What follows belongs to an exercise in optimizing a design on an open flow for small area; a production flow would make more cautious choices.
Only simulation tests tie the RTL to the original design; equivalence was not proved.
Power figures rest on the tool's default switching activity, not on a simulated workload.

<file path="design/flow/design.v">
`timescale 1ps/1ps
module top (
    input  clk,
    input  n_rst,
    input  rxd,
    output txd
);
    localparam PARSE = 2'd0, COMP = 2'd1, OUTP = 2'd2;
    reg  [4:0]  c;       
    reg  [1:0]  mode;
    reg  [3:0]  n;       
    reg  [4:0]  seq;     
    reg  [15:0] A, B;
    reg  [32:0] R;
    reg  [7:0]  SR;      
    reg         sgn;     
    reg         opl;     
    reg         opy;     
    reg         sa, sb;  
    reg         C;       
    reg         d;       
    wire parse = (mode == PARSE);
    wire comp  = (mode == COMP);
    wire outp  = (mode == OUTP);
    wire smp   = (c[3:0] == 4'hf);
    wire c0    = (c == 5'd0);
    wire c1    = (c == 5'd1);
    wire c16   = (c == 5'd16);
    wire c31   = (c == 5'd31);
    wire mul   = opl & ~opy;
    wire div   = opl & opy;
    wire sub   = ~opl & opy;
    wire rx_start = parse & (n == 4'd0) & smp & ~rxd;
    wire rx_bit   = parse & (n != 4'd0) & (n != 4'd9) & smp;
    wire win      = parse & (n == 4'd9);           
    wire win_end  = win & smp;
    wire digit    = SR[4] | SR[6];                  
    wire fieldA   = (seq >= 5'd3) & (seq <= 5'd7);
    wire fieldB   = (seq >= 5'd9) & (seq <= 5'd12);
    wire insA     = win & fieldA & digit;
    wire insB     = win & fieldB & digit;
    wire step  = comp & opl & (seq >= 5'd3) & (seq <= 5'd18);
    wire shl   = step | (comp & div & (seq == 5'd19) & ~c[4]);
    wire T     = shl ? R[32] : R[31];
    wire lastp = opl ? (seq == 5'd21) : (seq == 5'd2);
    wire load = outp & n[3] & (c[4:2] == {~seq[2] ^ div, ~seq[1], ~seq[0]});
    reg X, Ys, inv, init, cinv, act, wA, wB, wR, qinv, updd;
    always @(*) begin
        X = 1'b0; Ys = 1'b0; inv = 1'b0; init = 1'b0; cinv = 1'b0; act = 1'b0;
        wA = 1'b0; wB = 1'b0; wR = 1'b0; qinv = 1'b0; updd = 1'b0;
        if (parse) begin
            if (insA | insB) begin
                X = SR[0];
                Ys = SR[6] & ((c[3:0] == 4'd0) | (c[3:0] == 4'd3));
                init = (c[3:0] == 4'd0);
                act = 1'b1; wA = insA; wB = insB;
            end
        end else if (comp) begin
            if (~opl) begin
                if (seq == 5'd1) begin           
                    Ys = c[4] ? (sgn & sa) : A[15];
                    init = c0; act = 1'b1; wR = 1'b1;
                end else if (seq == 5'd2) begin  
                    X = T; Ys = c[4] ? (sgn & sb) : B[15];
                    inv = sub; init = c0; cinv = sub; act = 1'b1; wR = 1'b1;
                end
            end else if ((seq == 5'd1) | (seq == 5'd21)) begin
                Ys = c[4] ? B[15] : A[15];
                inv = 1'b1; init = c0 | c16; cinv = 1'b1; act = 1'b1;
                wA = ~c[4] & sgn & sa; wB = c[4] & sgn & sb;
            end else if (seq == 5'd2) begin
                Ys = mul ? (c[4] & B[15]) : (~c[4] & A[15]);
                init = c0; act = 1'b1; wR = 1'b1; updd = 1'b1;
            end else if (step) begin
                if (mul) begin                   
                    X = ~c0 & T;
                    Ys = ~c[4] & (c0 ? R[0] : d) & A[15];
                    init = c0; act = 1'b1; wR = 1'b1;
                end else if (c0 & (seq != 5'd3)) begin
                    X = T; inv = ~d; act = 1'b1; wR = 1'b1; qinv = 1'b1; updd = 1'b1;
                end else if (c[4]) begin         
                    X = T; Ys = B[15]; inv = ~d; init = c16; cinv = ~d;
                    act = 1'b1; wR = 1'b1;
                end
            end else if (seq == 5'd19) begin
                if (div) begin
                    if (c0) begin
                        X = T; inv = ~d; act = 1'b1; wR = 1'b1; qinv = 1'b1; updd = 1'b1;
                    end else if (c[4]) begin     
                        X = T; Ys = d & B[15]; init = c16; act = 1'b1; wR = 1'b1;
                    end
                end
            end else if (seq == 5'd20) begin
                if (sgn & (sa ^ sb) & (mul | ~c[4])) begin
                    Ys = T; inv = 1'b1; init = c0; cinv = 1'b1; act = 1'b1; wR = 1'b1;
                end
            end
        end
    end
    wire Y   = Ys ^ inv;
    wire Ce  = init ? cinv : C;
    wire sum = X ^ Y ^ Ce;
    wire Cn  = (X & Y) | (X & Ce) | (Y & Ce);
    always @(posedge clk or negedge n_rst)
        if (!n_rst) c <= 5'd0;
        else c <= c + 5'd1;
    always @(posedge clk or negedge n_rst)
        if (!n_rst) begin
            A <= 16'h0000;
            B <= 16'h0000;
        end else begin
            A <= {A[14:0], wA ? sum : A[15]};
            B <= {B[14:0], wB ? sum : B[15]};
        end
    always @(posedge clk)
        R <= {R[31:0], wR ? (sum ^ qinv) : T};
    always @(posedge clk) begin
        if (act) C <= Cn;
        if (updd) d <= sum & ~(comp & (seq == 5'd2));
        else if (step & mul & c0) d <= R[0];
    end
    always @(posedge clk) begin
        if (rx_bit) SR <= {rxd, SR[7:1]};
        else if (insA | insB | load)
            SR[3:0] <= {load ? R[31] : insA ? A[15] : B[15], SR[3:1]};
        if (win_end & (seq == 5'd2)) sgn <= ~SR[2];
        if (win_end & (seq == 5'd8)) begin
            opl <= ~SR[0] | (SR[1] & SR[2]);
            opy <= SR[2];
        end
        if (parse & smp) begin
            sa <= A[15];
            sb <= B[15];
        end
    end
    always @(posedge clk or negedge n_rst)
        if (!n_rst) begin
            mode <= PARSE;
            n <= 4'd0;
            seq <= 5'd0;
        end else begin
            case (mode)
                PARSE: begin
                    if (rx_start) n <= 4'd1;
                    else if (smp & (n != 4'd0)) n <= (n == 4'd9) ? 4'd0 : n + 4'd1;
                    if (win_end) begin
                        if (seq == 5'd0) seq <= (SR == 8'h49) ? 5'd1 : 5'd0;
                        else if (seq == 5'd13) begin
                            mode <= COMP;
                            seq <= 5'd0;
                        end else seq <= seq + 5'd1;
                    end
                end
                COMP: begin
                    if (c31) begin
                        if (lastp) begin
                            mode <= OUTP;
                            seq <= 5'd0;
                            n <= 4'd8;
                        end else seq <= seq + 5'd1;
                    end
                end
                default: begin
                    if (smp) begin
                        if (n == 4'd9) begin
                            n <= 4'd0;
                            if (seq == 5'd8) begin
                                mode <= PARSE;
                                seq <= 5'd0;
                            end else seq <= seq + 5'd1;
                        end else n <= n + 4'd1;
                    end
                end
            endcase
        end
    wire [3:0] dg = SR[3:0];
    wire       L  = dg[3] & (dg[2] | dg[1]);
    wire [3:0] e  = dg + {1'b0, L, L, L};
    reg tx;
    always @(*) begin
        if (~outp | (seq == 5'd0)) tx = 1'b1;
        else case (n)
            4'd0: tx = 1'b0;
            4'd1: tx = e[0];
            4'd2: tx = e[1];
            4'd3: tx = e[2];
            4'd4: tx = e[3];
            4'd5: tx = ~L;
            4'd6: tx = 1'b1;
            4'd7: tx = L;
            4'd8: tx = 1'b0;
            default: tx = 1'b1;
        endcase
    end
    assign txd = tx;
endmodule
</file>
<file path="design/flow/run.sh">
#!/bin/bash
# synth_recipe.tcl (not shown) runs the flow's synth.tcl, then flattens the netlist and writes it again
# the make line also repeats each setting of config.mk as NAME=value (left out here)
make -C /OpenROAD-flow-scripts/flow DESIGN_CONFIG=/design/flow/config.mk WORK_HOME=/design/flow/orfs CLKGATE_MAP_FILE= SYNTH_SCRIPT=/design/flow/synth_recipe.tcl finish
</file>
<file path="design/flow/config.mk">
export PLATFORM = sky130hd
export DESIGN_NAME = top
export DESIGN_NICKNAME = top
export VERILOG_FILES = /design/flow/design.v
export SDC_FILE = /design/flow/constraint.sdc
export NUM_CORES = 4
export LEC_CHECK = 0
export CAP_MARGIN = 20
export CORE_MARGIN = 2
export CORE_UTILIZATION = 40
export PLACE_DENSITY = 0.6
export SLEW_MARGIN = 20
</file>
<file path="design/flow/constraint.sdc">
create_clock -name core_clock -period 14.0 [get_ports {clk}]
set_input_delay 2.8000 -clock core_clock [delete_from_list [all_inputs] [get_ports {clk}]]
set_output_delay 2.8000 -clock core_clock [all_outputs]
set_load 0.01 [all_outputs]
</file>
==> results of run 1 <==
worst max-delay path, cell delays in order, from the launching register on:
cell and delay (ns):
edfxtp_1 0.51, o21ai_0 0.34, inv_1 0.17, ha_1 0.25, fa_1 0.40, xnor2_1 0.16
nor2_1 0.05, nand2_1 0.07, o21ai_0 0.08, o21ai_0 0.16, o2111ai_1 0.12, clkdlybuf4s50_1 0.50
power by group through the flow:
stage | logic [uW] | clock network, uW | registers, uW
2_1_floorplan | 7.32 | 0 | 288
3_3_place_gp | 8.42 | 0 | 291
3_5_place_dp | 8.78 | 0 | 291
4_1_cts | 8.78 | 193 | 286
5_1_grt | 9.97 | 204 | 286
6_report | 8.57 | 186 | 286
per-layer routing:
| layer | track usage | part of all wire | vias to the layer above | wire length (microns) |
|---|---|---|---|---|
| met1 | 0.248 | 0.48 | 1435 | 4210 |
| met4 | 0.0687 | 0.022 | 0 | 196 |
| met5 | 0 | 0 | - | 0 |
| met3 | 0.0410 | 0.054 | 19 | 482 |
| li1 | - | - | 1399 | - |
| met2 | 0.246 | 0.45 | 80 | 3970 |
synth_stat cells, types with 5 or more instances:
master / number
o31ai_1: 5
dfrtp_1: 48
nand3_1: 10
buf_2: 10
o211ai_1: 5
xnor2_1: 8
edfxtp_1: 15
clkbuf_1: 9
nor3_1: 9
dfxtp_1: 33
o21ai_0: 16
xor2_1: 5
nand2_1: 26
o21ai_1: 7
a31oi_1: 6
mux2i_1: 6
inv_1: 17
nor2b_1: 7
nor2_1: 25
and3_1: 6
a21oi_1: 13
ha_1: 10
path summary, 6_finish.rpt:
path,end,depth (start not counted),start
hold reg to reg,R[14],0,R[13]
max in group asynchronous,B[7],1,n_rst
min in group asynchronous,n[0],1,n_rst
setup reg to reg,B[0],9,seq[0]
hold / removal,R[14],0,R[13]
setup / recovery,txd,11,SR[1]
cells by family after synthesis:
kind of cell / count (synthesis) / share of synthesized area
mux: 11 / 0.0275
buf+inv: 41 / 0.0454
xor+xnor: 14 / 0.0301
flops: 96 / 0.534
fa+ha+maj: 12 / 0.0382
simple gates: 122 / 0.159
compound gates: 92 / 0.166
metrics by stage:
step           instance area [sq um]  setup WS [ns]
2_1_floorplan                   4330           9.13
3_3_place_gp                    4400           8.59
3_5_place_dp                    4400           8.42
4_1_cts                         4620           7.99
5_1_grt                         4620           7.76
6_report                        4620           8.02
cell type report:
| cell class | instances | area (sq um) | share of cell area |
|---|---|---|---|
| sequential | 96 | 2310 | 0.500 |
| multi-input combinational | 251 | 1820 | 0.394 |
| inverter | 17 | 63.8 | 0.0138 |
| tap | 136 | 170 | 0.0368 |
| clock inverter | 6 | 72.6 | 0.0157 |
| timing repair buffer | 4 | 35.0 | 0.00758 |
| clock buffer | 10 | 149 | 0.0322 |
state kept, by name, summed over array words and instances (netlist names):
name / flops
seq: 5
R: 33
d: 1
B: 16
sgn: 1
c: 5
SR: 8
A: 16
sa: 1
opl: 1
opy: 1
mode: 2
C: 1
n: 4
sb: 1
==> results.yml, run 1 <==
floorplan:
  die_h_microns: 108
  die_w_microns: 108
  die-area_sq_mm: 0.0117
  rows: 37
  boundaryPins: 4
  core_area_sq_mm: 0.0104
  start_util: 0.416
placement:
  port_buffers: 3
  hpwl_microns: 6250
  place_inst: 504
  gp_congestion: 0.893
cts:
  cts-root-buf: "clkbuf_8"
  postCtsHoldBufs: 0
  clkLatencyLatePin_ns: 0.36
  cts_made_buffers: 9
  cts_tree: "done"
  htree_levels: 3
  numClockSinks: 96
  cts_setup_buffers: 0
  cts_resized: 0
  path_clk_slew_ns: 0.10
  clockBufferDepth: 2
sta:
  fin_crit_ns: 5.98
  tightest_slew_ns: 0.990
  fmax_ghz: 0.167
  setup-tns-final_ns: 0
  max_slew_margin: 0.335
  finalMaxSlewViolations: 0
  clock_skew_ns: 0.0111
  holdWs_ns: 0.328
  setup-violations-final: 0
  fin_crit_sh: 0.427
  finalHoldViolCount: 0
  rsz0062_at_grt: "no"
power:
  totalPowerFinal_uw: 480
  share_seq_of_total_power: 0.595
  comb_power_share: 0.018
  power_switching_uw: 113
  leakage_uw: 0.00189
  switching_share: 0.236
  p_per_area_mw_per_mm2: 104
  pwr-share-clk: 0.387
  p_int_uw: 367
  ir_worst_vdd_uv: 100
global_route:
  grt.total_usage: 0.171
  grt-ovfl-total: 0
  grt_pass1_vias: 2882
  grt_pass1_wl_microns: 15300
  grt_max_degree: 49
  antenna_found_initial: 0
drt:
  via_per_inst: 5.64
  wl_microns: 8860
  antenna_left: 0
  post_drt_wl_per_cell_microns: 17.0
  num_vias: 2933
  dr.pass1.iters: 6
  drtIter0Drc: 282
  drc_errors: 0
critical_path:
  worstSetupPathType: "register to primary output"
  end_kind: "primary output"
  crit_arrival_ns: 3.18
  crit_fanout: 6
  cp-start-kind: "register"
  rrSetupSlack_ns: 10.44
  required_ns: 11.20
synth:
  ys.flop_type: "dfrtp_1"
  syn_nets: 403
  ys_top_cells_by_area: "dfrtp_1 (28%), dfxtp_1 (15%), edfxtp_1 (10%), ha_1 (2.9%), nand2_1 (2.3%)"
  syn_area_sq_mm: 0.00433
  yosysWarnings: 1
  synth_top_area_share: 0.277
  ys_ff_latch: 96
  synth-edff-count: 15
  syn_avg_cell_area_sq_um: 11.2
  yosys.area.top_type: "dfrtp_1"
  syn-instance-count: 388
  ys_async_sr_fraction: 0.500
  yosysUniqueCellTypes: 79
  yosysSeqAreaShare: 0.534
cells_and_area:
  nets: 394
  layout_common_cells: "dfrtp_1 (48), dfxtp_1 (33), nand2_1 (26)"
  instances_no_fill: 520
  filler_cell_count: 976
  drive_gt1_frac: 0.109
  syn2layout_area_growth_pct: 6.79
  final_util: 0.444
  final_common_cell: "dfrtp_1"
  n_antenna_cell: 0
job:
  drv_cap: 0
min_path:
  hold_class: "register to register"
outcome:
  status: "no timing/DRC/antenna violations"
==> run 2: changes to the inputs <==
--- a/design/flow/design.v
+++ b/design/flow/design.v
@@ -30,8 +30,9 @@
     wire mul   = opl & ~opy;
     wire div   = opl & opy;
     wire sub   = ~opl & opy;
-    wire rx_start = parse & (n == 4'd0) & smp & ~rxd;
-    wire rx_bit   = parse & (n != 4'd0) & (n != 4'd9) & smp;
+    wire zfill    = n[3] & n[1];                   
+    wire rx_start = parse & ((n == 4'd0) | zfill) & smp & ~rxd;
+    wire rx_bit   = parse & (n != 4'd0) & (n != 4'd9) & ~zfill & smp;
     wire win      = parse & (n == 4'd9);           
     wire win_end  = win & smp;
     wire digit    = SR[4] | SR[6];                  
@@ -39,10 +40,10 @@
     wire fieldB   = (seq >= 5'd9) & (seq <= 5'd12);
     wire insA     = win & fieldA & digit;
     wire insB     = win & fieldB & digit;
-    wire step  = comp & opl & (seq >= 5'd3) & (seq <= 5'd18);
-    wire shl   = step | (comp & div & (seq == 5'd19) & ~c[4]);
+    wire step  = comp & opl & seq[4];
+    wire shl   = step | (comp & div & (seq == 5'd0) & ~c[4]);
     wire T     = shl ? R[32] : R[31];
-    wire lastp = opl ? (seq == 5'd21) : (seq == 5'd2);
+    wire lastp = opl ? (seq == 5'd2) : (seq == 5'd15);
     wire load = outp & n[3] & (c[4:2] == {~seq[2] ^ div, ~seq[1], ~seq[0]});
     reg X, Ys, inv, init, cinv, act, wA, wB, wR, qinv, updd;
     always @(*) begin
@@ -57,18 +58,18 @@
             end
         end else if (comp) begin
             if (~opl) begin
-                if (seq == 5'd1) begin           
+                if (seq == 5'd14) begin          
                     Ys = c[4] ? (sgn & sa) : A[15];
                     init = c0; act = 1'b1; wR = 1'b1;
-                end else if (seq == 5'd2) begin  
+                end else if (seq == 5'd15) begin  
                     X = T; Ys = c[4] ? (sgn & sb) : B[15];
                     inv = sub; init = c0; cinv = sub; act = 1'b1; wR = 1'b1;
                 end
-            end else if ((seq == 5'd1) | (seq == 5'd21)) begin
+            end else if ((seq == 5'd14) | (seq == 5'd2)) begin
                 Ys = c[4] ? B[15] : A[15];
                 inv = 1'b1; init = c0 | c16; cinv = 1'b1; act = 1'b1;
                 wA = ~c[4] & sgn & sa; wB = c[4] & sgn & sb;
-            end else if (seq == 5'd2) begin
+            end else if (seq == 5'd15) begin
                 Ys = mul ? (c[4] & B[15]) : (~c[4] & A[15]);
                 init = c0; act = 1'b1; wR = 1'b1; updd = 1'b1;
             end else if (step) begin
@@ -76,13 +77,13 @@
                     X = ~c0 & T;
                     Ys = ~c[4] & (c0 ? R[0] : d) & A[15];
                     init = c0; act = 1'b1; wR = 1'b1;
-                end else if (c0 & (seq != 5'd3)) begin
+                end else if (c0 & (seq != 5'd16)) begin
                     X = T; inv = ~d; act = 1'b1; wR = 1'b1; qinv = 1'b1; updd = 1'b1;
                 end else if (c[4]) begin         
                     X = T; Ys = B[15]; inv = ~d; init = c16; cinv = ~d;
                     act = 1'b1; wR = 1'b1;
                 end
-            end else if (seq == 5'd19) begin
+            end else if (seq == 5'd0) begin
                 if (div) begin
                     if (c0) begin
                         X = T; inv = ~d; act = 1'b1; wR = 1'b1; qinv = 1'b1; updd = 1'b1;
@@ -90,7 +91,7 @@
                         X = T; Ys = d & B[15]; init = c16; act = 1'b1; wR = 1'b1;
                     end
                 end
-            end else if (seq == 5'd20) begin
+            end else if (seq == 5'd1) begin
                 if (sgn & (sa ^ sb) & (mul | ~c[4])) begin
                     Ys = T; inv = 1'b1; init = c0; cinv = 1'b1; act = 1'b1; wR = 1'b1;
                 end
@@ -104,19 +105,15 @@
     always @(posedge clk or negedge n_rst)
         if (!n_rst) c <= 5'd0;
         else c <= c + 5'd1;
-    always @(posedge clk or negedge n_rst)
-        if (!n_rst) begin
-            A <= 16'h0000;
-            B <= 16'h0000;
-        end else begin
-            A <= {A[14:0], wA ? sum : A[15]};
-            B <= {B[14:0], wB ? sum : B[15]};
-        end
+    always @(posedge clk) begin
+        A <= {A[14:0], ~zfill & (wA ? sum : A[15])};
+        B <= {B[14:0], ~zfill & (wB ? sum : B[15])};
+    end
     always @(posedge clk)
         R <= {R[31:0], wR ? (sum ^ qinv) : T};
     always @(posedge clk) begin
         if (act) C <= Cn;
-        if (updd) d <= sum & ~(comp & (seq == 5'd2));
+        if (updd) d <= sum & ~(comp & (seq == 5'd15));
         else if (step & mul & c0) d <= R[0];
     end
     always @(posedge clk) begin
@@ -136,18 +133,17 @@
     always @(posedge clk or negedge n_rst)
         if (!n_rst) begin
             mode <= PARSE;
-            n <= 4'd0;
+            n <= 4'd10;
             seq <= 5'd0;
         end else begin
             case (mode)
                 PARSE: begin
                     if (rx_start) n <= 4'd1;
-                    else if (smp & (n != 4'd0)) n <= (n == 4'd9) ? 4'd0 : n + 4'd1;
+                    else if (smp & (n != 4'd0)) n <= ((n == 4'd9) | zfill) ? 4'd0 : n + 4'd1;
                     if (win_end) begin
                         if (seq == 5'd0) seq <= (SR == 8'h49) ? 5'd1 : 5'd0;
                         else if (seq == 5'd13) begin
                             mode <= COMP;
-                            seq <= 5'd0;
                         end else seq <= seq + 5'd1;
                     end
                 end
--- a/design/flow/config.mk
+++ b/design/flow/config.mk
@@ -8,5 +8,6 @@
 export CAP_MARGIN = 20
 export CORE_MARGIN = 2
 export CORE_UTILIZATION = 40
+export CTS_BUF_LIST = sky130_fd_sc_hd__clkbuf_2 sky130_fd_sc_hd__clkbuf_4 sky130_fd_sc_hd__clkbuf_8
 export PLACE_DENSITY = 0.6
 export SLEW_MARGIN = 20
==> run 2 against run 1 <==
Setup slack improved by 0.20 ns. Hold slack got worse by 0.0012 ns. Largest power group unchanged. Non-clock buffer count down 1.
==> results.yml, run 2 <==
outcome:
  status: "no timing/DRC/antenna violations"
placement:
  gp_congestion: 0.900
  pre_cts_ws_ns: 8.63
  dpl_cell_area_sq_mm: 0.00407
  hpwl_microns: 5610
  port_buffers: 3
sta:
  rsz0062_at_grt: "no"
  setup-violations-final: 0
  tightest_slew_ns: 0.913
  clock_skew_ns: 0.00828
  worst_slack_ns: 8.22
  holdWs_ns: 0.327
  finalMaxSlewViolations: 0
  finalHoldViolCount: 0
  setup-tns-final_ns: 0
  fin_crit_ns: 5.78
  fmax_ghz: 0.173
  fin_crit_sh: 0.413
  max_slew_margin: 0.390
power:
  power_switching_uw: 110
  p_int_uw: 351
  switching_share: 0.239
  share_seq_of_total_power: 0.607
  ir_worst_vdd_uv: 77.7
  p_per_area_mw_per_mm2: 108
  leakage_uw: 0.00162
  pwr-share-clk: 0.386
  comb_power_share: 0.008
critical_path:
  end_kind: "primary output"
  rr_endpoint: "d"
  path_common_cell: "nor2_1"
  cpPeakStageDelay_ns: 0.57
  required_ns: 11.20
  worstSetupPathType: "register to primary output"
  critical_path.slowest_cell: "clkdlybuf4s50_1"
  reg2regPathDepth: 11
  reg2reg_from: "seq[0]"
  cp-start-kind: "register"
  rrSetupSlack_ns: 10.09
  crit_arrival_ns: 2.98
  crit_fanout: 5
  path_cells: "nor2_1 > nor2b_1 > ha_1 > fa_1 > xor2_1 > a22oi_1 > nor2_1 > a31oi_1 > o2111ai_1 > clkdlybuf4s50_1"
cells_and_area:
  fin_area_sq_mm: 0.00426
  syn2layout_area_growth_pct: 8.02
  largest-register: "R"
  nets: 387
  reg_top3: "R (33), A (16), B (16)"
  layout_common_cells: "dfxtp_1 (65), o21ai_0 (23), nand2_1 (22)"
  n_antenna_cell: 0
  final_common_cell: "dfxtp_1"
  filler_cell_count: 926
  drive_gt1_frac: 0.0672
  largest_register_ffs: 33
synth:
  yosysWarnings: 1
  synthTopCellsByCount: "dfxtp_1 (65), o21ai_0 (23), nand2_1 (22)"
  yosys.area_share.simple: 0.152
  yosysUniqueCellTypes: 59
  syn_nets: 391
  synth_compound_area_frac: 0.149
  yosysSeqAreaShare: 0.546
  synth_top_family_by_area: "simple AND/OR/NAND/NOR gates"
  synth-adder-area-share: 0.0577
  synth-xor-area-share: 0.0266
  synth.area.mux_share: 0.0326
  ys_async_sr_fraction: 0.167
  yosysMostFrequentCell: "dfxtp_1"
  ys.flop_type: "dfxtp_1"
  syn_avg_cell_area_sq_um: 10.6
  syn-instance-count: 371
  syn_area_sq_mm: 0.00395
  synth-edff-count: 15
  synth_top_area_share: 0.330
  ys_top_cells_by_area: "dfxtp_1 (33%), edfxtp_1 (11%), dfrtp_1 (8.9%), ha_1 (4.8%), o21ai_0 (2.9%)"
  ys_ff_latch: 96
  yosys.area.top_type: "dfxtp_1"
global_route:
  grt-ovfl-total: 0
  grt_pass1_wl_microns: 13300
  grt_pass1_vias: 2695
  grt.total_usage: 0.162
  antenna_found_initial: 0
  grt_max_degree: 24
cts:
  cts_resized: 0
  cts_setup_buffers: 0
  htree_levels: 3
  postCtsHoldBufs: 0
  cts-root-buf: "clkbuf_8"
  path_clk_slew_ns: 0.11
  cts_tree: "done"
  clkLatencyLatePin_ns: 0.36
  numClockSinks: 96
  cts_made_buffers: 9
  clockBufferDepth: 2
min_path:
  hp-start: "R[16]"
  whs_path_depth: 0
  hold_class: "register to register"
  min_to: "R[17]"
drt:
  antenna_left: 0
  drc_errors: 0
  dr.pass1.iters: 5
  drtIter0Drc: 176
  num_vias: 2709
  via_per_inst: 5.36
  post_drt_wl_per_cell_microns: 15.6
  wl_microns: 7890
job:
  drv_cap: 0
floorplan:
  core_area_sq_mm: 0.00968
  die_w_microns: 103
  start_util: 0.408
  die_h_microns: 103
  boundaryPins: 4
  rows: 36
  die-area_sq_mm: 0.0107
-- run 2: cell types whose count changed in the layout (fill, tap and decap cells not counted), sizes merged, moves of 5 or more --
cell and delta:
dfrtp -34, ha +5, a2111oi -5, dfxtp +32
nor2 -8, nand3b +5
-- run 2: power groups by stage --
stage                     logic (uW)  clock network [uW]  registers [uW]
after floorplan                 1.57                   0             286
after global placement          3.49                   0             286
after detailed placement        3.59                   0             286
after CTS                       3.59                 183             280
after global routing            4.07                 196             280
final                           3.47                 178             280
-- run 2: routing by layer --
layer,track usage,vias to the layer above,routed length (microns)
li1,-,1328,-
met1,0.229,1299,3850
met2,0.237,68,3570
met3,0.0323,14,267
met4,0.0820,0,194
met5,0,-,0
-- run 2: through the flow --
step	power [uW]	instances	util
finish	461	505	0.440
global route	480	505	0.440
CTS	467	505	0.440
detailed placement	290	489	0.420
global placement	290	489	0.420
floorplan	288	371	-
-- run 2: kinds of logic (layout without fill, tap and decap cells) --
logic type / Yosys count / in the layout
simple gates: 109 / 109
flops: 96 / 96
compound gates: 89 / 89
buf+inv: 36 / 37
fa+ha+maj: 17 / 17
xor+xnor: 12 / 12
mux: 12 / 12
-- run 2: worst max-delay path by stage --
| stage | start | endpoint | slack, ns | cells past startpoint |
|---|---|---|---|---|
| floorplan | SR[1] | txd | 9.21 | 9 |
| global placement | SR[1] | txd | 8.68 | 10 |
| detailed placement | SR[1] | txd | 8.63 | 10 |
| CTS | SR[1] | txd | 8.21 | 10 |
| global route | SR[1] | txd | 7.92 | 10 |
| finish | SR[1] | txd | 8.22 | 10 |
-- run 2: final cells by class --
type	instances	area (sq um)	share of cell area
inverters	18	67.6	0.0158
well taps	133	166	0.0390
flip-flops and latches	96	2150	0.505
clock inverters	7	72.6	0.0170
multi-input cells	239	1650	0.387
repair buffers	3	30.0	0.00704
clock buffers	9	124	0.0290
-- run 2: worst max-delay path: cells and delay by family, from the launching register on --
family	cells	cell delay [ns]
fa+ha+maj	2	0.61
buf+inv	1	0.57
flops	1	0.49
simple gates	3	0.49
compound gates	3	0.32
xor+xnor	1	0.16
==> run 3: changes to the inputs <==
==> design/flow/flow/run.sh (new file) <==
#!/bin/bash
bash standard.sh > standard.log 2>&1
==> design/flow/standard.sh (new file) <==
#!/bin/bash
# synth_recipe.tcl (not shown) runs the flow's synth.tcl, then flattens the netlist and writes it again
# the make line also repeats each setting of config.mk as NAME=value (left out here)
make -C /OpenROAD-flow-scripts/flow DESIGN_CONFIG=/design/flow/config.mk WORK_HOME=/design/flow/orfs CLKGATE_MAP_FILE= SYNTH_SCRIPT=/design/flow/synth_recipe.tcl "${@:-finish}"
--- a/design/flow/config.mk
+++ b/design/flow/config.mk
@@ -8,6 +8,5 @@
 export CAP_MARGIN = 20
 export CORE_MARGIN = 2
 export CORE_UTILIZATION = 40
-export CTS_BUF_LIST = sky130_fd_sc_hd__clkbuf_2 sky130_fd_sc_hd__clkbuf_4 sky130_fd_sc_hd__clkbuf_8
 export PLACE_DENSITY = 0.6
 export SLEW_MARGIN = 20
removed: design/flow/run.sh
==> run 3 against run 2 <==
Still clean on timing, DRC and antenna. Sequential cell count unchanged. Cell area unchanged. Sequential share of layout area unchanged. Synthesized cell count unchanged. Synthesized area unchanged. Clock skew unchanged. Sequential power about the same. First-iteration DRC count unchanged. Die area unchanged. Critical path type unchanged.
==> results.yml, run 3 <==
outcome:
  status: "no timing/DRC/antenna violations"
floorplan:
  boundaryPins: 4
  rows: 36
  die_h_microns: 103
  core_area_sq_mm: 0.00968
  start_util: 0.408
  die-area_sq_mm: 0.0107
  die_w_microns: 103
cts:
  numClockSinks: 96
  clkLatencyLatePin_ns: 0.36
  path_clk_slew_ns: 0.11
  cts_tree: "done"
  postCtsHoldBufs: 0
  cts-root-buf: "clkbuf_8"
  cts_setup_buffers: 0
  cts_made_buffers: 9
  clockBufferDepth: 2
  cts_resized: 0
  htree_levels: 3
job:
  drv_cap: 0
drt:
  antenna_left: 0
  num_vias: 2709
  dr.pass1.iters: 5
  drc_errors: 0
  post_drt_wl_per_cell_microns: 15.6
  drtIter0Drc: 176
  via_per_inst: 5.36
  wl_microns: 7890
synth:
  ys_ff_latch: 96
  syn_nets: 391
  synth-edff-count: 15
  syn_avg_cell_area_sq_um: 10.6
  yosys.area.top_type: "dfxtp_1"
  yosysUniqueCellTypes: 59
  yosysWarnings: 1
  synth_top_area_share: 0.330
  syn_area_sq_mm: 0.00395
  syn-instance-count: 371
  ys_async_sr_fraction: 0.167
  yosysSeqAreaShare: 0.546
  yosysMostFrequentCell: "dfxtp_1"
  ys.flop_type: "dfxtp_1"
  synthTopCellsByCount: "dfxtp_1 (65), o21ai_0 (23), nand2_1 (22)"
  ys_top_cells_by_area: "dfxtp_1 (33%), edfxtp_1 (11%), dfrtp_1 (8.9%), ha_1 (4.8%), o21ai_0 (2.9%)"
cells_and_area:
  n_antenna_cell: 0
  filler_cell_count: 926
  largest-register: "R"
  largest_register_ffs: 33
  layout_common_cells: "dfxtp_1 (65), o21ai_0 (23), nand2_1 (22)"
  reg_top3: "R (33), A (16), B (16)"
  final_common_cell: "dfxtp_1"
  syn2layout_area_growth_pct: 8.02
  nets: 387
  drive_gt1_frac: 0.0672
sta:
  fmax_ghz: 0.173
  fin_crit_sh: 0.413
  fin_crit_ns: 5.78
  rsz0062_at_grt: "no"
  tightest_slew_ns: 0.913
  setup-tns-final_ns: 0
  clock_skew_ns: 0.00828
  finalHoldViolCount: 0
  setup-violations-final: 0
  max_slew_margin: 0.390
  finalMaxSlewViolations: 0
placement:
  hpwl_microns: 5610
  port_buffers: 3
  gp_congestion: 0.900
global_route:
  use_met2: 0.237
  grt_pass1_vias: 2695
  grt_use_met1: 0.229
  antenna_found_initial: 0
  grt.total_usage: 0.162
  grt_pass1_wl_microns: 13300
  grt_max_degree: 24
  grt-ovfl-total: 0
  met3_usage: 0.0323
  top_usage_layer: "met2"
critical_path:
  crit_fanout: 5
  required_ns: 11.20
  end_kind: "primary output"
  crit_arrival_ns: 2.98
  cp-start-kind: "register"
  worstSetupPathType: "register to primary output"
power:
  leakage_uw: 0.00162
  ir_worst_vdd_uv: 77.7
  totalPowerFinal_uw: 461
  p_per_area_mw_per_mm2: 108
min_path:
  hold_class: "register to register"
## run 3: cell counts after synthesis
No cell type changed its count.
## run 3: final cells by class
cell class | count | area (sq um) | area share
Sequential cell | 96 | 2150 | 0.505
Multi-Input combinational cell | 239 | 1650 | 0.387
Tap cell | 133 | 166 | 0.0390
Clock buffer | 9 | 124 | 0.0290
Clock inverter | 7 | 72.6 | 0.0170
Inverter | 18 | 67.6 | 0.0158
Timing Repair Buffer | 3 | 30.0 | 0.00704
## run 3: critical path: stages, from the launching register on
cell and delay, ns:
edfxtp_1 0.49, nor2_1 0.25, nor2b_1 0.15, ha_1 0.23
fa_1 0.38, xor2_1 0.16, a22oi_1 0.09, nor2_1 0.09
a31oi_1 0.05, o2111ai_1 0.18, clkdlybuf4s50_1 0.57
## run 3: power breakdown
part	leakage [uW]	internal, uW	switching (uW)
Clock	0.0000985	70.3	108
Sequential	0.000854	280	0.213
Combinational	0.000664	1.27	2.20
## run 3: final timing paths
check / start / endpoint / slack (ns) / cells past startpoint
setup / recovery: SR[1] / txd / 8.22 / 10
hold reg to reg: R[16] / R[17] / 0.33 / 0
max in group asynchronous: n_rst / seq[4] / 10.65 / 1
hold / removal: R[16] / R[17] / 0.33 / 0
setup reg to reg: seq[0] / d / 10.09 / 11
min in group asynchronous: n_rst / c[1] / 2.88 / 1
## run 3: logic make-up (layout without fill, tap and decap cells)
| family | count (synthesis) | after routing | synth area share |
|---|---|---|---|
| AOI/OAI and AO/OA | 89 | 89 | 0.149 |
| buffers and inverters | 36 | 37 | 0.0364 |
| xor gates and xnor gates | 12 | 12 | 0.0266 |
| DFF | 96 | 96 | 0.546 |
| adders and majority gates | 17 | 17 | 0.0577 |
| muxes | 12 | 12 | 0.0326 |
| and+or+nand+nor | 109 | 109 | 0.152 |
## run 3: metal layers
metal	share of wire	vias to the layer above
met3	0.034	14
met4	0.025	0
met5	0	-
li1	-	1328
met1	0.49	1299
met2	0.45	68
## run 3: per-stage QoR
| step | setup slack, ns | util | cells | hold WS, ns | area [sq um] |
|---|---|---|---|---|---|
| final | 8.22 | 0.440 | 505 | 0.327 | 4260 |
| after global routing | 7.92 | 0.440 | 505 | 0.336 | 4260 |
| after CTS | 8.21 | 0.440 | 505 | 0.327 | 4260 |
| after detailed placement | 8.63 | 0.420 | 489 | 0.312 | 4070 |
| after global placement | 8.68 | 0.420 | 489 | 0.310 | 4070 |
| after floorplan | 9.21 | - | 371 | 0.310 | 3950 |
==> run 4: changes to the inputs <==
==> design/flow/run.sh (new file) <==
#!/bin/bash
# synth_recipe.tcl (not shown) runs the flow's synth.tcl, then flattens the netlist and writes it again
# the make line also repeats each setting of config.mk as NAME=value (left out here)
make -C /OpenROAD-flow-scripts/flow DESIGN_CONFIG=/design/flow/config.mk WORK_HOME=/design/flow/orfs CLKGATE_MAP_FILE= SYNTH_SCRIPT=/design/flow/synth_recipe.tcl finish
removed: design/flow/flow/run.sh
removed: design/flow/standard.sh
==> run 4 against run 3 <==
Still clean. Sequential cell count is the same. Fmax is the same. Count of clock-buffer cells in the layout is the same. Register-to-register slack is essentially flat. Total power is the same. Highest routed layer unchanged.
==> results.yml, run 4 <==
sta:
  holdWs_ns: 0.327
  clock_skew_ns: 0.00828
  fin_crit_ns: 5.78
  finalMaxSlewViolations: 0
  setup-tns-final_ns: 0
  finalHoldViolCount: 0
  tightest_slew_ns: 0.913
  setup-violations-final: 0
  fmax_ghz: 0.173
  max_slew_margin: 0.390
  fin_crit_sh: 0.413
  rsz0062_at_grt: "no"
cells_and_area:
  final-seq-area_sq_mm: 0.00215
  layout_common_cells: "dfxtp_1 (65), o21ai_0 (23), nand2_1 (22)"
  multi_input_area_sq_mm: 0.00165
  largest_register_ffs: 33
  instances_no_fill: 505
  filler_cell_count: 926
  final_common_cell: "dfxtp_1"
  syn2layout_area_growth_pct: 8.02
  drive_gt1_frac: 0.0672
  n_antenna_cell: 0
  nets: 387
  largest-register: "R"
  reg_top3: "R (33), A (16), B (16)"
critical_path:
  crit_fanout: 5
  end_kind: "primary output"
  rrSetupSlack_ns: 10.09
  path_common_cell: "nor2_1"
  path_buf_inv: 1
  rr_endpoint: "d"
  reg2reg_from: "seq[0]"
  required_ns: 11.20
  path_cells: "nor2_1 > nor2b_1 > ha_1 > fa_1 > xor2_1 > a22oi_1 > nor2_1 > a31oi_1 > o2111ai_1 > clkdlybuf4s50_1"
  cpPeakStageDelay_ns: 0.57
  worstSetupPathType: "register to primary output"
  crit_family: "adder cells"
  cp-start-kind: "register"
  reg2regPathDepth: 11
  crit_arrival_ns: 2.98
  path_depth: 10
  critical_path.slowest_cell: "clkdlybuf4s50_1"
global_route:
  grt-ovfl-total: 0
  antenna_found_initial: 0
  grt_max_degree: 24
  grt.total_usage: 0.162
  grt_pass1_wl_microns: 13300
  grt_pass1_vias: 2695
cts:
  cts_made_buffers: 9
  path_clk_slew_ns: 0.11
  postCtsHoldBufs: 0
  cts-root-buf: "clkbuf_8"
  numClockSinks: 96
  clkLatencyLatePin_ns: 0.36
  htree_levels: 3
  cts_setup_buffers: 0
  clockBufferDepth: 2
  cts_tree: "done"
  cts_resized: 0
drt:
  post_drt_wl_per_cell_microns: 15.6
  dr.pass1.iters: 5
  antenna_left: 0
  drtIter0Drc: 176
  wl_microns: 7890
  num_vias: 2709
  via_per_inst: 5.36
  drc_errors: 0
placement:
  hpwl_microns: 5610
  gp_congestion: 0.900
  port_buffers: 3
  place_inst: 489
floorplan:
  die_w_microns: 103
  core_area_sq_mm: 0.00968
  die-area_sq_mm: 0.0107
  start_util: 0.408
  rows: 36
  die_h_microns: 103
  boundaryPins: 4
synth:
  ys_top_cells_by_area: "dfxtp_1 (33%), edfxtp_1 (11%), dfrtp_1 (8.9%), ha_1 (4.8%), o21ai_0 (2.9%)"
  yosys.area.top_type: "dfxtp_1"
  synth_top_family_by_area: "simple AND/OR/NAND/NOR gates"
  synth-adder-area-share: 0.0577
  synthTopCellsByCount: "dfxtp_1 (65), o21ai_0 (23), nand2_1 (22)"
  syn_avg_cell_area_sq_um: 10.6
  ys_async_sr_fraction: 0.167
  yosysUniqueCellTypes: 59
  ys.flop_type: "dfxtp_1"
  synth_top_area_share: 0.330
  synth-edff-count: 15
  yosysMostFrequentCell: "dfxtp_1"
  yosysWarnings: 1
  synth_compound_area_frac: 0.149
  syn_nets: 391
  yosys.area_share.simple: 0.152
  synth.area.mux_share: 0.0326
  syn-instance-count: 371
  yosysSeqAreaShare: 0.546
  synth-xor-area-share: 0.0266
  syn_area_sq_mm: 0.00395
  ys_ff_latch: 96
min_path:
  whs_path_depth: 0
  hp-start: "R[16]"
  hold_class: "register to register"
  min_to: "R[17]"
power:
  totalPowerFinal_uw: 461
  ir_worst_vdd_uv: 77.7
  leakage_uw: 0.00162
  p_per_area_mw_per_mm2: 108
outcome:
  status: "no timing/DRC/antenna violations"
job:
  drv_cap: 0
run 4: cell counts after synthesis:
Identical to the previous run, type by type.
run 4: worst max path at each step:
| stage | startpoint | endpoint | slack, ns |
|---|---|---|---|
| 2_1_floorplan | SR[1] | txd | 9.21 |
| 3_3_place_gp | SR[1] | txd | 8.68 |
| 3_5_place_dp | SR[1] | txd | 8.63 |
| 4_1_cts | SR[1] | txd | 8.21 |
| 5_1_grt | SR[1] | txd | 7.92 |
| 6_report | SR[1] | txd | 8.22 |
run 4: where the power goes:
group	switching, uW	total [uW]	internal (uW)	leakage, uW
Sequential	0.213	280	280	0.000854
Clock	108	178	70.3	0.0000985
Combinational	2.20	3.47	1.27	0.000664
Total	110	461	351	0.00162
run 4: final cells by class:
cell class                 count  share of cell area
clock buffer                   9              0.0290
clock inverter                 7              0.0170
inverter                      18              0.0158
multi-input combinational    239               0.387
sequential                    96               0.505
tap                          133              0.0390
timing repair buffer           3             0.00704
run 4: layer usage:
layer	up-vias	wire length, microns	GRT usage
li1	1328	-	-
met1	1299	3850	0.229
met2	68	3570	0.237
met3	14	267	0.0323
met4	0	194	0.0820
met5	-	0	0
run 4: cells by family (layout without fill, tap and decap cells):
kind of cell / count (synthesis) / count (layout)
compound gates: 89 / 89
xor+xnor: 12 / 12
fa+ha+maj: 17 / 17
buf+inv: 36 / 37
flops: 96 / 96
mux: 12 / 12
simple gates: 109 / 109
run 4: through the flow:
stage / cell area [sq um] / utilization / worst slack, ns
6_report: 4260 / 0.440 / 8.22
5_1_grt: 4260 / 0.440 / 7.92
4_1_cts: 4260 / 0.440 / 8.21
3_5_place_dp: 4070 / 0.420 / 8.63
3_3_place_gp: 4070 / 0.420 / 8.68
2_1_floorplan: 3950 / - / 9.21
==> run 5: changes to the inputs <==
==> design/flow/flow/run.sh (new file) <==
#!/bin/bash
# Layout flow: the standard flow, except that synthesis maps the logic
# with yosys's default abc script (no full-adder extraction), and CTS uses
# the arguments in flow/cts_args.txt.  Registers are the standard ones.
set -euo pipefail
W=$(pwd)
CTS="$(cat $W/flow/cts_args.txt 2>/dev/null || true)"
# synthesis with our script
sed -e "s|SYNTH_SCRIPT=[^ ]*|SYNTH_SCRIPT=$W/flow/synth.tcl ADDER_MAP_FILE=|" standard.sh > my_synth.sh
bash my_synth.sh synth > synth.log 2>&1
# the rest of the standard flow
if [[ -n "$CTS" ]]; then
  sed -e "s|SYNTH_SCRIPT=[^ ]*|& CTS_ARGS='$CTS'|" standard.sh > my_std.sh
else
  cp standard.sh my_std.sh
fi
bash my_std.sh > layout.log 2>&1
==> design/flow/flow/synth.tcl (new file) <==
proc synth {args} { yosys synth -nofsm -noshare {*}$args }
set f [open $::env(SCRIPTS_DIR)/synth.tcl]; set s [read $f]; close $f
set n 0
set s [string map [list {log_cmd abc {*}$abc_args} {log_cmd abc {*}$::my_abc_args}] $s]
source $::env(SCRIPTS_DIR)/synth_preamble.tcl
set ::my_abc_args [list {*}$lib_args {*}$lib_dont_use_args]
if {[info exists ::env(MY_ABC)] && $::env(MY_ABC) ne ""} { set ::my_abc_args [list {*}$::env(MY_ABC) {*}$lib_args {*}$lib_dont_use_args] }
eval $s
# left out here: clear keep_hierarchy, flatten, clean up, hide names made inside functions, write 1_2_yosys.v
==> design/flow/standard.sh (new file) <==
#!/bin/bash
# synth_recipe.tcl (not shown) runs the flow's synth.tcl, then flattens the netlist and writes it again
# the make line also repeats each setting of config.mk as NAME=value (left out here)
make -C /OpenROAD-flow-scripts/flow DESIGN_CONFIG=/design/flow/config.mk WORK_HOME=/design/flow/orfs CLKGATE_MAP_FILE= SYNTH_SCRIPT=/design/flow/synth_recipe.tcl "${@:-finish}"
removed: design/flow/run.sh
==> run 5 against run 4 <==
Highest routed layer unchanged. Non-clock buffer count is the same. Sequential share of layout area grew 5.8 points. Setup slack gained 0.63 ns. Critical path type unchanged. Critical path depth shrank 6. Synthesized area shrank 12%. Count of clock-buffer cells in the layout is the same. Utilization grew 2.1 points. Die area shrank 12%.
==> results.yml, run 5 <==
power:
  leakage_uw: 0.00142
  ir_worst_vdd_uv: 46.8
  p_int_uw: 355
  totalPowerFinal_uw: 466
  share_seq_of_total_power: 0.610
  switching_share: 0.240
  power_switching_uw: 112
  pwr-share-clk: 0.376
  comb_power_share: 0.014
  p_per_area_mw_per_mm2: 122
critical_path:
  critical_path.slowest_cell: "nor3_1"
  path_cells: "nor3_1 > nand2_1 > o211ai_1 > clkdlybuf4s50_1"
  crit_family: "simple AND/OR/NAND/NOR gates"
  required_ns: 11.20
  end_kind: "primary output"
  cpPeakStageDelay_ns: 0.58
  cp-start-kind: "register"
  crit_fanout: 11
  worstSetupPathType: "register to primary output"
  crit_arrival_ns: 2.35
  path_buf_inv: 1
placement:
  hpwl_microns: 5010
  pre_cts_ws_ns: 9.28
  gp_congestion: 0.912
  dpl_cell_area_sq_mm: 0.00363
  port_buffers: 3
sta:
  worst_slack_ns: 8.85
  fin_crit_ns: 5.15
  tightest_slew_ns: 0.699
  finalHoldViolCount: 0
  setup-tns-final_ns: 0
  max_slew_margin: 0.533
  clock_skew_ns: 0.00864
  setup-violations-final: 0
  rsz0062_at_grt: "no"
  fmax_ghz: 0.194
  fin_crit_sh: 0.368
  finalMaxSlewViolations: 0
synth:
  ys_top_cells_by_area: "dfxtp_1 (38%), edfxtp_1 (13%), dfrtp_1 (10%), o21ai_0 (5.2%), a21oi_1 (4.0%)"
  syn-instance-count: 334
  syn_area_sq_mm: 0.00347
  syn_nets: 337
  yosysWarnings: 1
  ys_ff_latch: 96
  synth-edff-count: 15
  yosysMostFrequentCell: "dfxtp_1"
  ys_async_sr_fraction: 0.167
  synth_top_area_share: 0.375
  synthTopCellsByCount: "dfxtp_1 (65), o21ai_0 (36), nor2_1 (34), nand2_1 (30), a21oi_1 (28)"
  yosysUniqueCellTypes: 44
  syn_avg_cell_area_sq_um: 10.4
  ys.flop_type: "dfxtp_1"
  yosys.area.top_type: "dfxtp_1"
  yosysSeqAreaShare: 0.621
drt:
  antenna_left: 0
  dr.pass1.iters: 5
  drc_errors: 0
  num_vias: 2519
  wl_microns: 7000
  post_drt_wl_per_cell_microns: 15.3
  via_per_inst: 5.50
  drtIter0Drc: 213
cells_and_area:
  nets: 351
  fin_area_sq_mm: 0.00383
  largest-register: "R"
  filler_cell_count: 796
  reg_top3: "R (33), A (16), B (16)"
  final_common_cell: "dfxtp_1"
  multi_input_area_sq_mm: 0.00128
  syn2layout_area_growth_pct: 10.3
  final_util: 0.461
  drive_gt1_frac: 0.0510
  layout_common_cells: "dfxtp_1 (65), o21ai_0 (36), nor2_1 (34)"
  final-seq-area_sq_mm: 0.00215
  largest_register_ffs: 33
  n_antenna_cell: 0
cts:
  path_clk_slew_ns: 0.10
  cts_made_buffers: 9
  postCtsHoldBufs: 0
  htree_levels: 3
  numClockSinks: 96
  cts-root-buf: "clkbuf_8"
  cts_resized: 0
  clockBufferDepth: 2
  clkLatencyLatePin_ns: 0.37
  cts_setup_buffers: 0
  cts_tree: "done"
global_route:
  grt_max_degree: 20
  antenna_found_initial: 0
  grt_pass1_wl_microns: 11800
  grt-ovfl-total: 0
  grt.total_usage: 0.160
  grt_pass1_vias: 2322
min_path:
  hold_class: "register to register"
floorplan:
  boundaryPins: 4
  die_w_microns: 97.1
  core_area_sq_mm: 0.00830
  die-area_sq_mm: 0.00944
  rows: 33
  start_util: 0.418
  die_h_microns: 97.1
outcome:
  status: "no timing/DRC/antenna violations"
job:
  drv_cap: 0
## run 5: cell count changes in the layout (fill, tap and decap cells not counted), sizes merged, moves of 6 or more
cell    change
a21oi      +10
inv        -16
clkinv      +9
nand2       +8
ha         -15
nor2       +16
o21ai      +11
mux2i       -6
nand3       -7
## run 5: layout make-up
class	instances	share of cell area
clock buffer	9	0.0324
clock inverter	7	0.0186
inverter	10	0.00981
multi-input combinational	228	0.334
sequential	96	0.563
tap	105	0.0343
timing repair buffer	3	0.00785
## run 5: logic make-up (layout without fill, tap and decap cells)
logic type	Yosys count	in the layout	share of synthesized area
AOI/OAI and AO/OA	98	98	0.165
buffers and inverters	10	29	0.0108
xor gates and xnor gates	11	11	0.0317
muxes	3	3	0.00902
and+or+nand+nor	116	116	0.162
DFF	96	96	0.621
## run 5: per-stage QoR
step	cells	hold WS, ns
CTS	458	0.333
global placement	442	0.310
floorplan	334	0.310
global route	458	0.338
detailed placement	442	0.312
finish	458	0.331
## run 5: final timing paths
path	startpoint	end	slack, ns	depth (start not counted)
hold / removal	R[1]	R[2]	0.33	0
min in group asynchronous	n_rst	c[0]	2.84	1
hold reg to reg	R[1]	R[2]	0.33	0
setup / recovery	seq[1]	txd	8.85	4
max in group asynchronous	n_rst	seq[2]	10.72	1
setup reg to reg	seq[1]	d	10.21	12
## run 5: layer usage
metal,vias to the layer above,global-route usage,part of all wire
li1,1247,-,-
met3,14,0.0496,0.066
met5,-,0,0
met4,0,0.0628,0.022
met1,1169,0.222,0.48
met2,89,0.233,0.43
## run 5: worst register-to-register path: cells and delay by family (launching register included)
kind            cells  cell delay [ns]
mux                 1             0.42
simple gates        2             0.84
flops               1             0.50
xor+xnor            2             0.73
compound gates      7             1.04
## run 5: power groups by stage
stage	logic (uW)	registers, uW	clock network [uW]
finish	6.57	284	176
global route	7.79	285	195
CTS	6.72	284	182
detailed placement	6.69	290	0
global placement	6.56	290	0
floorplan	4.49	290	0
==> run 6: changes to the inputs <==
==> design/flow/flow/cts_args.txt (new file) <==
-sink_clustering_enable -repair_clock_nets -dont_use_dummy_load -buf_list sky130_fd_sc_hd__clkbuf_8
==> run 6 against run 5 <==
Still clean on timing, DRC and antenna. Non-clock buffer count did not move. Register-to-register slack improved by 0.02 ns. Global-route usage fell by 0.30 points. Synthesized area did not move. Combinational power barely moved. Fmax rose by 0.79%. Via count fell by 0.79%. Synthesized cell count did not move. Setup slack improved by 0.040 ns. Critical endpoint unchanged. Largest cell class unchanged. Highest routed layer unchanged.
==> results.yml, run 6 <==
synth:
  yosysSeqAreaShare: 0.621
  syn_avg_cell_area_sq_um: 10.4
  ys_ff_latch: 96
  ys.flop_type: "dfxtp_1"
  synth_top_area_share: 0.375
  synthTopCellsByCount: "dfxtp_1 (65), o21ai_0 (36), nor2_1 (34), nand2_1 (30), a21oi_1 (28)"
  syn_area_sq_mm: 0.00347
  yosys.area.top_type: "dfxtp_1"
  ys_async_sr_fraction: 0.167
  yosysMostFrequentCell: "dfxtp_1"
  syn_nets: 337
  syn-instance-count: 334
  yosysWarnings: 1
  synth-edff-count: 15
  ys_top_cells_by_area: "dfxtp_1 (38%), edfxtp_1 (13%), dfrtp_1 (10%), o21ai_0 (5.2%), a21oi_1 (4.0%)"
  yosysUniqueCellTypes: 44
critical_path:
  worstSetupPathType: "register to primary output"
  end_kind: "primary output"
  required_ns: 11.20
  crit_family: "simple AND/OR/NAND/NOR gates"
  path_buf_inv: 1
  path_depth: 4
  reg2reg_from: "seq[1]"
  cpPeakStageDelay_ns: 0.58
  crit_fanout: 11
  path_cells: "nor3_1 > nand2_1 > o211ai_1 > clkdlybuf4s50_1"
  critical_path.slowest_cell: "nor3_1"
  crit_arrival_ns: 2.31
  rr_endpoint: "d"
  reg2regPathDepth: 12
  cp-start-kind: "register"
  rrSetupSlack_ns: 10.23
cells_and_area:
  largest_register_ffs: 33
  nets: 351
  n_antenna_cell: 0
  layout_common_cells: "dfxtp_1 (65), o21ai_0 (36), nor2_1 (34)"
  largest-register: "R"
  syn2layout_area_growth_pct: 8.22
  fin_area_sq_mm: 0.00375
  final_common_cell: "dfxtp_1"
  drive_gt1_frac: 0.0318
  reg_top3: "R (33), A (16), B (16)"
drt:
  num_vias: 2499
  post_drt_wl_per_cell_microns: 15.4
  via_per_inst: 5.54
  drtIter0Drc: 274
  wl_microns: 6940
  drc_errors: 0
  antenna_left: 0
  dr.pass1.iters: 5
power:
  ir_worst_vdd_uv: 41.0
  p_per_area_mw_per_mm2: 113
  leakage_uw: 0.00138
cts:
  htree_levels: 3
  path_clk_slew_ns: 0.10
  cts_resized: 0
  numClockSinks: 96
  cts_made_buffers: 9
  clkLatencyLatePin_ns: 0.36
  clockBufferDepth: 2
  cts_tree: "done"
  cts-root-buf: "clkbuf_8"
  postCtsHoldBufs: 0
  cts_setup_buffers: 0
placement:
  gp_congestion: 0.912
  dpl_cell_area_sq_mm: 0.00363
  hpwl_microns: 5010
  port_buffers: 3
global_route:
  grt_pass1_wl_microns: 11700
  grt_pass1_vias: 2302
  grt_max_degree: 20
  grt.total_usage: 0.157
  antenna_found_initial: 0
  grt-ovfl-total: 0
min_path:
  hp-start: "R[10]"
  whs_path_depth: 0
  min_to: "R[11]"
  hold_class: "register to register"
sta:
  fin_crit_ns: 5.11
  rsz0062_at_grt: "no"
  fin_crit_sh: 0.365
  setup-tns-final_ns: 0
  fmax_ghz: 0.196
  clock_skew_ns: 0.0304
  finalHoldViolCount: 0
  finalMaxSlewViolations: 0
  setup-violations-final: 0
  max_slew_margin: 0.536
  tightest_slew_ns: 0.694
floorplan:
  start_util: 0.418
  die-area_sq_mm: 0.00944
  die_h_microns: 97.1
  rows: 33
  die_w_microns: 97.1
  core_area_sq_mm: 0.00830
  boundaryPins: 4
outcome:
  status: "no timing/DRC/antenna violations"
job:
  drv_cap: 0
-- run 6: worst max path at each step --
stage,startpoint,end,slack [ns]
floorplan,SR[0],txd,9.91
global placement,seq[1],txd,9.34
detailed placement,seq[0],txd,9.28
CTS,seq[1],txd,8.89
global route,seq[1],txd,8.72
finish,seq[1],txd,8.89
-- run 6: through the flow --
step	hold slack (ns)	std cells	power, uW	worst slack [ns]	util
3_5_place_dp	0.312	442	297	9.28	0.438
3_3_place_gp	0.310	442	297	9.34	0.438
6_report	0.310	451	425	8.89	0.452
4_1_cts	0.314	451	434	8.89	0.452
2_1_floorplan	0.310	334	294	9.91	-
5_1_grt	0.319	451	447	8.72	0.452
-- run 6: layer usage --
| layer | up-vias | wire length [microns] | global-route usage |
|---|---|---|---|
| met2 | 60 | 3010 | 0.230 |
| li1 | 1240 | - | - |
| met3 | 12 | 360 | 0.0460 |
| met1 | 1187 | 3430 | 0.220 |
| met5 | - | 0 | 0 |
| met4 | 0 | 142 | 0.0596 |
-- run 6: layout make-up --
cell class	instances	area (sq um)
Fill cell	801	4540
Sequential cell	96	2150
Multi-Input combinational cell	228	1280
Clock buffer	9	124
Tap cell	105	131
Timing Repair Buffer	3	30.0
Inverter	10	37.5
-- run 6: cell families after synthesis --
logic type / share of synthesized area
AOI/OAI and AO/OA: 0.165
xor gates and xnor gates: 0.0317
muxes: 0.00902
and+or+nand+nor: 0.162
DFF: 0.621
buffers and inverters: 0.0108
-- run 6: power breakdown --
part | switching [uW] | internal [uW] | total, uW | leakage (uW)
combinational | 3.30 | 3.27 | 6.57 | 0.000468
sequential | 3.41 | 281 | 284 | 0.000852
clock | 76.8 | 57.6 | 134 | 0.0000647
total | 83.5 | 342 | 425 | 0.00138
==> run 7: changes to the inputs <==
==> design/flow/flow/cts_args.txt (replaced) <==
-dont_use_dummy_load -buf_list sky130_fd_sc_hd__clkbuf_16 -repair_clock_nets
==> run 7 against run 6 <==
Combinational power about the same. Critical path depth unchanged. Hold slack better by 0.0031 ns. Critical path type unchanged. Routed wire length up 1.3%.
==> results.yml, run 7 <==
sta:
  setup-tns-final_ns: 0
  finalMaxSlewViolations: 0
  fin_crit_sh: 0.363
  setup-violations-final: 0
  worst_slack_ns: 8.92
  rsz0062_at_grt: "no"
  finalHoldViolCount: 0
  max_slew_margin: 0.532
  fin_crit_ns: 5.08
  holdWs_ns: 0.313
  tightest_slew_ns: 0.700
  fmax_ghz: 0.197
  clock_skew_ns: 0.0177
synth:
  yosys.area.top_type: "dfxtp_1"
  syn_area_sq_mm: 0.00347
  syn_nets: 337
  yosysSeqAreaShare: 0.621
  yosysMostFrequentCell: "dfxtp_1"
  synthTopCellsByCount: "dfxtp_1 (65), o21ai_0 (36), nor2_1 (34), nand2_1 (30), a21oi_1 (28)"
  synth-edff-count: 15
  syn_avg_cell_area_sq_um: 10.4
  yosysUniqueCellTypes: 44
  ys_top_cells_by_area: "dfxtp_1 (38%), edfxtp_1 (13%), dfrtp_1 (10%), o21ai_0 (5.2%), a21oi_1 (4.0%)"
  ys_async_sr_fraction: 0.167
  yosysWarnings: 1
  ys_ff_latch: 96
  ys.flop_type: "dfxtp_1"
  synth_top_area_share: 0.375
  syn-instance-count: 334
drt:
  antenna_left: 0
  drc_errors: 0
  post_drt_wl_per_cell_microns: 15.6
  num_vias: 2508
  via_per_inst: 5.56
  dr.pass1.iters: 5
  wl_microns: 7030
  drtIter0Drc: 250
power:
  p_int_uw: 398
  pwr-share-clk: 0.407
  leakage_uw: 0.00143
  share_seq_of_total_power: 0.580
  comb_power_share: 0.013
  ir_worst_vdd_uv: 48.3
  switching_share: 0.191
  p_per_area_mw_per_mm2: 127
  power_switching_uw: 93.6
floorplan:
  boundaryPins: 4
  die_w_microns: 97.1
  start_util: 0.418
  rows: 33
  die_h_microns: 97.1
  core_area_sq_mm: 0.00830
  die-area_sq_mm: 0.00944
global_route:
  grt_pass1_vias: 2318
  top_usage_layer: "met2"
  antenna_found_initial: 0
  grt_use_met1: 0.220
  grt-ovfl-total: 0
  grt_max_degree: 20
  use_met2: 0.232
  met3_usage: 0.0496
  grt.total_usage: 0.158
  grt_pass1_wl_microns: 11700
cells_and_area:
  final_common_cell: "dfxtp_1"
  drive_gt1_frac: 0.0318
  instances_no_fill: 451
  layout_common_cells: "dfxtp_1 (65), o21ai_0 (36), nor2_1 (34)"
  nets: 351
  fin_area_sq_mm: 0.00386
  filler_cell_count: 793
  syn2layout_area_growth_pct: 11.1
  reg_top3: "R (33), A (16), B (16)"
  largest_register_ffs: 33
  n_antenna_cell: 0
  largest-register: "R"
critical_path:
  cpPeakStageDelay_ns: 0.57
  worstSetupPathType: "register to primary output"
  path_cells: "nor3_1 > nand2_1 > o211ai_1 > clkdlybuf4s50_1"
  end_kind: "primary output"
  critical_path.slowest_cell: "nor3_1"
  required_ns: 11.20
  crit_arrival_ns: 2.28
  cp-start-kind: "register"
  crit_fanout: 11
placement:
  hpwl_microns: 5010
  pre_cts_ws_ns: 9.28
  dpl_cell_area_sq_mm: 0.00363
  port_buffers: 3
  place_inst: 442
  gp_congestion: 0.912
cts:
  clockBufferDepth: 2
  cts-root-buf: "clkbuf_16"
  cts_setup_buffers: 0
  cts_made_buffers: 9
  cts_tree: "done"
  postCtsHoldBufs: 0
  cts_resized: 0
  htree_levels: 3
  clkLatencyLatePin_ns: 0.34
  numClockSinks: 96
  path_clk_slew_ns: 0.07
outcome:
  status: "no timing/DRC/antenna violations"
min_path:
  hold_class: "register to register"
job:
  drv_cap: 0
## run 7: critical path: cells and delay by family (launching register included)
family	cells	cell delay (ns)
and+or+nand+nor	2	0.78
buffers and inverters	1	0.56
DFF	1	0.49
AOI/OAI and AO/OA	1	0.12
## run 7: final timing paths
kind | startpoint | cells past startpoint | end | slack (ns)
min in group asynchronous | n_rst | 1 | c[1] | 2.89
min | R[1] | 0 | R[2] | 0.31
max in group asynchronous | n_rst | 1 | seq[2] | 10.66
max | seq[1] | 4 | txd | 8.92
max reg2reg | seq[1] | 12 | d | 10.22
min reg2reg | R[1] | 0 | R[2] | 0.31
## run 7: final cells by class
class / count / area (sq um) / share of cell area
multi-input cells: 228 / 1280 / 0.331
inverters: 10 / 37.5 / 0.00973
flip-flops and latches: 96 / 2150 / 0.559
well taps: 105 / 131 / 0.0341
repair buffers: 3 / 30.0 / 0.00779
clock buffers: 9 / 225 / 0.0584
## run 7: layer usage
metal  vias to the layer above  share of wire  wire [microns]
met5                         -              0               0
met4                         0          0.018             127
met3                        11          0.061             430
met2                        87           0.44            3070
met1                      1177           0.48            3410
li1                       1233              -               -
## run 7: metrics by stage
step / total power [uW] / utilization
floorplan: 294 / -
global placement: 297 / 0.438
finish: 491 / 0.465
CTS: 497 / 0.465
detailed placement: 297 / 0.438
global route: 512 / 0.465
## run 7: cells by family (layout without fill, tap and decap cells)
group,Yosys count,after routing,share of synthesized area
AND/OR/NAND/NOR,116,116,0.162
AO/OA/AOI/OAI,98,98,0.165
flip-flops,96,96,0.621
XOR/XNOR,11,11,0.0317
buffers and inverters,10,22,0.0108
multiplexers,3,3,0.00902
## run 7: power groups by stage
stage | registers (uW) | logic, uW | clock network (uW)
4_1_cts | 285 | 6.72 | 206
2_1_floorplan | 290 | 4.49 | 0
6_report | 285 | 6.56 | 200
3_5_place_dp | 290 | 6.69 | 0
3_3_place_gp | 290 | 6.56 | 0
5_1_grt | 285 | 7.79 | 219
==> run 8: changes to the inputs <==
==> design/flow/flow/cts_args.txt (replaced) <==
-sink_clustering_enable -sink_clustering_size 50 -sink_clustering_max_diameter 300 -dont_use_dummy_load -buf_list sky130_fd_sc_hd__clkbuf_8 -repair_clock_nets
==> run 8 against run 7 <==
Synthesized area stayed put. Non-clock buffer count stayed put. Clock power is 33% lower. Hold slack worse by 0.0031 ns. Total power is 13% lower. Critical path depth stayed put. Utilization is 1.2 points lower. First-iteration DRC count is 9.6% higher. Largest cell class unchanged.
==> results.yml, run 8 <==
critical_path:
  crit_arrival_ns: 2.31
  path_cells: "nor3_1 > nand2_1 > o211ai_1 > clkdlybuf4s50_1"
  crit_fanout: 11
  critical_path.slowest_cell: "nor3_1"
  cp-start-kind: "register"
  worstSetupPathType: "register to primary output"
  reg2regPathDepth: 12
  cpPeakStageDelay_ns: 0.58
  required_ns: 11.20
  end_kind: "primary output"
cells_and_area:
  final_common_cell: "dfxtp_1"
  multi_input_area_sq_mm: 0.00128
  n_antenna_cell: 0
  drive_gt1_frac: 0.0318
  layout_common_cells: "dfxtp_1 (65), o21ai_0 (36), nor2_1 (34)"
  largest_register_ffs: 33
  final-seq-area_sq_mm: 0.00215
  syn2layout_area_growth_pct: 8.22
  reg_top3: "R (33), A (16), B (16)"
  largest-register: "R"
  nets: 351
  filler_cell_count: 801
floorplan:
  core_area_sq_mm: 0.00830
  boundaryPins: 4
  die_w_microns: 97.1
  die_h_microns: 97.1
  rows: 33
  start_util: 0.418
  die-area_sq_mm: 0.00944
synth:
  synth-edff-count: 15
  ys_ff_latch: 96
  yosysWarnings: 1
  yosys.area.top_type: "dfxtp_1"
  synth_top_area_share: 0.375
  syn-instance-count: 334
  yosysMostFrequentCell: "dfxtp_1"
  yosysUniqueCellTypes: 44
  ys.flop_type: "dfxtp_1"
  syn_area_sq_mm: 0.00347
  ys_async_sr_fraction: 0.167
  syn_nets: 337
  synthTopCellsByCount: "dfxtp_1 (65), o21ai_0 (36), nor2_1 (34), nand2_1 (30), a21oi_1 (28)"
  syn_avg_cell_area_sq_um: 10.4
  yosysSeqAreaShare: 0.621
  ys_top_cells_by_area: "dfxtp_1 (38%), edfxtp_1 (13%), dfrtp_1 (10%), o21ai_0 (5.2%), a21oi_1 (4.0%)"
placement:
  pre_cts_ws_ns: 9.28
  hpwl_microns: 5010
  gp_congestion: 0.912
  port_buffers: 3
cts:
  cts_made_buffers: 9
  clkLatencyLatePin_ns: 0.36
  htree_levels: 3
  path_clk_slew_ns: 0.10
  postCtsHoldBufs: 0
  cts_setup_buffers: 0
  numClockSinks: 96
  cts_tree: "done"
  clockBufferDepth: 2
  cts_resized: 0
  cts-root-buf: "clkbuf_8"
power:
  p_per_area_mw_per_mm2: 113
  leakage_uw: 0.00138
  ir_worst_vdd_uv: 41.0
drt:
  num_vias: 2499
  drc_errors: 0
  antenna_left: 0
  dr.pass1.iters: 5
  drtIter0Drc: 274
  wl_microns: 6940
  post_drt_wl_per_cell_microns: 15.4
  via_per_inst: 5.54
outcome:
  status: "no timing/DRC/antenna violations"
job:
  drv_cap: 0
global_route:
  grt-ovfl-total: 0
  grt_max_degree: 20
  grt_pass1_vias: 2302
  grt.total_usage: 0.157
  grt_pass1_wl_microns: 11700
  antenna_found_initial: 0
sta:
  finalHoldViolCount: 0
  finalMaxSlewViolations: 0
  clock_skew_ns: 0.0304
  tightest_slew_ns: 0.694
  fin_crit_ns: 5.11
  fin_crit_sh: 0.365
  worst_slack_ns: 8.89
  setup-tns-final_ns: 0
  max_slew_margin: 0.536
  rsz0062_at_grt: "no"
  fmax_ghz: 0.196
  setup-violations-final: 0
min_path:
  whs_path_depth: 0
  hold_class: "register to register"
run 8: cell types whose count changed in the layout (fill, tap and decap cells not counted):
cell / before / now
clkbuf_16: 9 / 0
clkbuf_8: 0 / 9
run 8: path summary, 6_finish.rpt:
check | start | end | slack [ns]
min in group asynchronous | n_rst | seq[4] | 2.87
max | seq[1] | txd | 8.89
max reg2reg | seq[1] | d | 10.23
min reg2reg | R[10] | R[11] | 0.31
max in group asynchronous | n_rst | seq[2] | 10.68
min | R[10] | R[11] | 0.31
run 8: layout make-up:
cell class	count	area share
timing repair buffer	3	0.00800
inverter	10	0.0100
multi-input combinational	228	0.340
sequential	96	0.574
tap	105	0.0350
clock buffer	9	0.0330
run 8: logic make-up (layout without fill, tap and decap cells):
kind of cell | Yosys count | in the layout | synth area share
and+or+nand+nor | 116 | 116 | 0.162
AOI/OAI and AO/OA | 98 | 98 | 0.165
DFF | 96 | 96 | 0.621
xor gates and xnor gates | 11 | 11 | 0.0317
buffers and inverters | 10 | 22 | 0.0108
muxes | 3 | 3 | 0.00902
run 8: critical path: cells and delay by family, from the launching register on:
kind                   cells  cell delay (ns)
buffers and inverters      1             0.56
AOI/OAI and AO/OA          1             0.12
and+or+nand+nor            2             0.80
DFF                        1             0.49
run 8: per-stage QoR:
stage	total power [uW]	hold slack (ns)	std cells	cell area [sq um]	util
6_report	425	0.310	451	3750	0.452
5_1_grt	447	0.319	451	3750	0.452
4_1_cts	434	0.314	451	3750	0.452
3_5_place_dp	297	0.312	442	3630	0.438
3_3_place_gp	297	0.310	442	3630	0.438
2_1_floorplan	294	0.310	334	3470	-
run 8: per-layer routing:
metal,global-route usage,vias up,share of wire
met5,0,-,0
met2,0.230,60,0.43
met3,0.0460,12,0.052
met4,0.0596,0,0.020
li1,-,1240,-
met1,0.220,1187,0.49
run 8: where the power goes:
group / internal, uW / switching (uW)
clock: 57.6 / 76.8
combinational: 3.27 / 3.30
sequential: 281 / 3.41

-- what the ideal ports hide --
The flow's constraints put no driver on any port. The routed layouts listed below were extracted and timed again, unchanged, in two steps. Step 1: set_driving_cell puts a clkbuf_16 on clk and a buf_2 on each other input, an assumption about the parent block. Step 2 also shifts input and output timing later by t, the mid clock arrival at the registers, as if the neighbouring blocks saw the same clock. a / b / c = ideal / step 1 / step 2; a / b = the first two.
| run | shift t [ns] | setup slack, ns |
|---|---|---|
| run 1 | 0.395 | 8.022 / 7.986 / 8.381 |
| run 2 | 0.382 | 8.223 / 8.193 / 8.575 |
| run 3 | 0.382 | 8.223 / 8.193 / 8.575 |
| run 4 | 0.382 | 8.223 / 8.193 / 8.575 |
| run 5 | 0.400 | 8.849 / 8.817 / 9.217 |
| run 6 | 0.381 | 8.889 / 8.857 / 9.238 |
| run 7 | 0.368 | 8.917 / 8.880 / 9.248 |
| run 8 | 0.381 | 8.889 / 8.857 / 9.238 |
After both steps every run listed still meets setup and hold.
